From an optimization exercise on the open Yosys and OpenROAD flow, aimed at small area and a short achievable clock period; shortcuts taken in it are not production practice.
The RTL was checked by simulation tests, not by an equivalence proof against the original design.
No activity file was given, so power comes from the tool's default toggle rates.

## job 6255
==> flow/design.v (excerpt) <==
module wallace_multiplier_16bit(
    input  wire        clk,
    input  wire        rst,
    input  wire [15:0] multiplicand,
    input  wire [15:0] multiplier,
    output reg  [31:0] result
);
reg q1_multiplicand_0;
reg q1_multiplicand_1;
reg q1_multiplicand_2;
reg q1_multiplicand_3;
reg q1_multiplicand_4;
reg q1_multiplicand_5;
reg q1_multiplicand_6;
reg q1_multiplicand_7;
reg q1_multiplicand_8;
reg q1_multiplicand_9;
reg q1_multiplicand_10;
reg q1_multiplicand_11;
reg q1_multiplicand_12;
reg q1_multiplicand_13;
reg q1_multiplicand_14;
reg q1_multiplicand_15;
reg q1_multiplier_0;
reg q1_multiplier_1;
reg q1_multiplier_2;
reg q1_multiplier_3;
reg q1_multiplier_4;
reg q1_multiplier_5;
reg q1_multiplier_6;
reg q1_multiplier_7;
reg q1_multiplier_8;
reg q1_multiplier_9;
reg q1_multiplier_10;
reg q1_multiplier_11;
reg q1_multiplier_12;
reg q1_multiplier_13;
reg q1_multiplier_14;
reg q1_multiplier_15;
reg q2_p33;
reg q2_s397;
reg q2_s399;
reg q2_s413;
reg q2_s401;
reg q2_s421;
reg q2_c402;
reg q2_s403;
reg q2_c422;
reg q2_s335;
reg q2_c386;
reg q2_s387;
reg q2_c404;
reg q2_s339;
reg q2_c388;
reg q2_s389;
reg q2_c338;
reg q2_c340;
reg q2_s341;
reg q2_s343;
reg q2_c390;
reg q2_c342;
reg q2_c344;
reg q2_s345;
reg q2_s347;
reg q2_s265;
reg q2_s267;
  ...
Size: about 330 flip-flops, ~66 I/O pins.
clock: 3.0 ns
lec_check: 0
cap_margin: 20
core_margin: 2
core_utilization: 60
cts_buf_list: sky130_fd_sc_hd__clkbuf_8
cts_cluster_size: 20
setup_slack_margin: 1.0
slew_margin: 20
synth_hierarchical: 1
synth_minimum_keep_size: 0
run.sh (not shown) runs the stock make flow with config.mk's settings and CLKGATE_MAP_FILE= SYNTH_SCRIPT=/design/flow/synth_recipe.tcl, a recipe that flattens the netlist after the stock synthesis.
Here is what was changed in the inputs of job 7172 compared with job 6255.
# job 6255
export LEC_CHECK = 0
export CAP_MARGIN = 20
export CORE_MARGIN = 2
export CORE_UTILIZATION = 60
export CTS_BUF_LIST = sky130_fd_sc_hd__clkbuf_8
export CTS_CLUSTER_SIZE = 20
export SETUP_SLACK_MARGIN = 1.0
export SLEW_MARGIN = 20
export SYNTH_HIERARCHICAL = 1
export SYNTH_MINIMUM_KEEP_SIZE = 0
create_clock -name core_clock -period 3.0 [get_ports {clk}]
# job 7172
export LEC_CHECK = 0
export CAP_MARGIN = 20
export CORE_MARGIN = 2
export CORE_UTILIZATION = 60
export CTS_BUF_LIST = sky130_fd_sc_hd__clkbuf_4 sky130_fd_sc_hd__clkbuf_8
export CTS_CLUSTER_DIAMETER = 50
export CTS_CLUSTER_SIZE = 12
export SETUP_SLACK_MARGIN = 1.0
export SLEW_MARGIN = 20
export SYNTH_HIERARCHICAL = 1
export SYNTH_MINIMUM_KEEP_SIZE = 0
create_clock -name core_clock -period 3.0 [get_ports {clk}]
==> flow/flow/run.sh (new file) <==
#!/bin/bash
# Standard ORFS layout (the standard.sh) with plain buf_1 cells as the
# port buffers instead of the delay cells buffer_ports picks by default.
set -euo pipefail
export BUFFER_PORTS_ARGS="-buffer_cell sky130_fd_sc_hd__buf_1"
bash standard.sh > standard_flow.log 2>&1
==> flow/standard.sh (new file) <==
#!/bin/bash
# synth_recipe.tcl (not shown) runs the flow's synth.tcl, then flattens the netlist and writes it again
# the make line also repeats each setting of config.mk as NAME=value (left out here)
make -C /OpenROAD-flow-scripts/flow DESIGN_CONFIG=/design/flow/config.mk WORK_HOME=/design/flow/orfs CLKGATE_MAP_FILE= SYNTH_SCRIPT=/design/flow/synth_recipe.tcl "${@:-finish}"
removed: flow/run.sh
Results
[job 7172 vs job 6255] final design utilization: lower in job 7172
Job 6255 → job 7172: maximum ir drop on the vdd rail now sits lower; met3 routed wirelength now sits higher; total power of the final layout now sits lower.
NOTE final cell count job 6255->job 7172 decreased by a few percent
Count of clock-buffer cells in the layout of job 7172 falls short of that of job 6255 by more than 10%.
> inputs changed (job 7172 -> job 6231)
# job 7172
export LEC_CHECK = 0
export CAP_MARGIN = 20
export CORE_MARGIN = 2
export CORE_UTILIZATION = 60
export CTS_BUF_LIST = sky130_fd_sc_hd__clkbuf_4 sky130_fd_sc_hd__clkbuf_8
export CTS_CLUSTER_DIAMETER = 50
export CTS_CLUSTER_SIZE = 12
export SETUP_SLACK_MARGIN = 1.0
export SLEW_MARGIN = 20
export SYNTH_HIERARCHICAL = 1
export SYNTH_MINIMUM_KEEP_SIZE = 0
create_clock -name core_clock -period 3.0 [get_ports {clk}]
# job 6231
export LEC_CHECK = 0
export CAP_MARGIN = 20
export CORE_MARGIN = 2
export CORE_UTILIZATION = 60
export CTS_BUF_LIST = sky130_fd_sc_hd__clkbuf_4 sky130_fd_sc_hd__clkbuf_8
export CTS_CLUSTER_DIAMETER = 50
export CTS_CLUSTER_SIZE = 12
export SETUP_SLACK_MARGIN = 0.5
export SLEW_MARGIN = 20
export SYNTH_HIERARCHICAL = 1
export SYNTH_MINIMUM_KEEP_SIZE = 0
create_clock -name core_clock -period 3.0 [get_ports {clk}]
==> flow/run.sh (new file) <==
#!/bin/bash
# synth_recipe.tcl (not shown) runs the flow's synth.tcl, then flattens the netlist and writes it again
# the make line also repeats each setting of config.mk as NAME=value (left out here)
make -C /OpenROAD-flow-scripts/flow DESIGN_CONFIG=/design/flow/config.mk WORK_HOME=/design/flow/orfs CLKGATE_MAP_FILE= SYNTH_SCRIPT=/design/flow/synth_recipe.tcl finish
removed: flow/flow/run.sh
removed: flow/standard.sh
[summary]
From job 7172 to job 6231, flip-flop and latch count did not move at all.
Looking only at total design power, and setting everything else aside, the lower value of job 7172 and job 6231 goes to job 7172.
Job 6231 against job 7172: routed wire length dropped about 2.7%, post-layout worst setup margin down 0.15 ns, fraction of standard cell area that is sequential moved down, met1 layer wirelength in the final routing shrank by 240 um, final critical-path required period went up 0.15 ns.
| cell count | job 6231 vs job 7172 | ≈ equal |
Highest attainable clock frequency shrinks by a few percent when moving from job 7172 to job 6231.
Area overhead of the layout relative to synthesis ended up 2.6 points higher on job 6231 than on job 7172.

[what the ideal ports hide]
How much do the figures lean on ideal ports? The routed layouts below were timed once more, with nothing changed but the port constraints. Step 1 (the two cells are an assumption about what drives the block):
set clk [get_ports {clk}]
set_driving_cell -lib_cell sky130_fd_sc_hd__clkbuf_16 $clk
set_driving_cell -lib_cell sky130_fd_sc_hd__buf_2 [delete_from_list [all_inputs] $clk]
Step 2, shift: input delay + t, output delay - t, t = (earliest + latest rising clock arrival at the registers) / 2. This alone moves slack from input paths to output paths. a / b / c = no drivers / after step 1 / after step 2; a / b = the first two.
| run | t (ns) | setup WS [ns] | worst data-port slew with drivers (ns) |
|---|---|---|---|
| job 6255 | 0.605 | 0.992 / 0.992 / 0.992 | 0.04 |
| job 7172 | 0.575 | 0.943 / 0.943 / 0.943 | 0.04 |
| job 6231 | 0.580 | 0.796 / 0.796 / 0.796 | 0.04 |
After both steps every run listed still meets setup and hold.
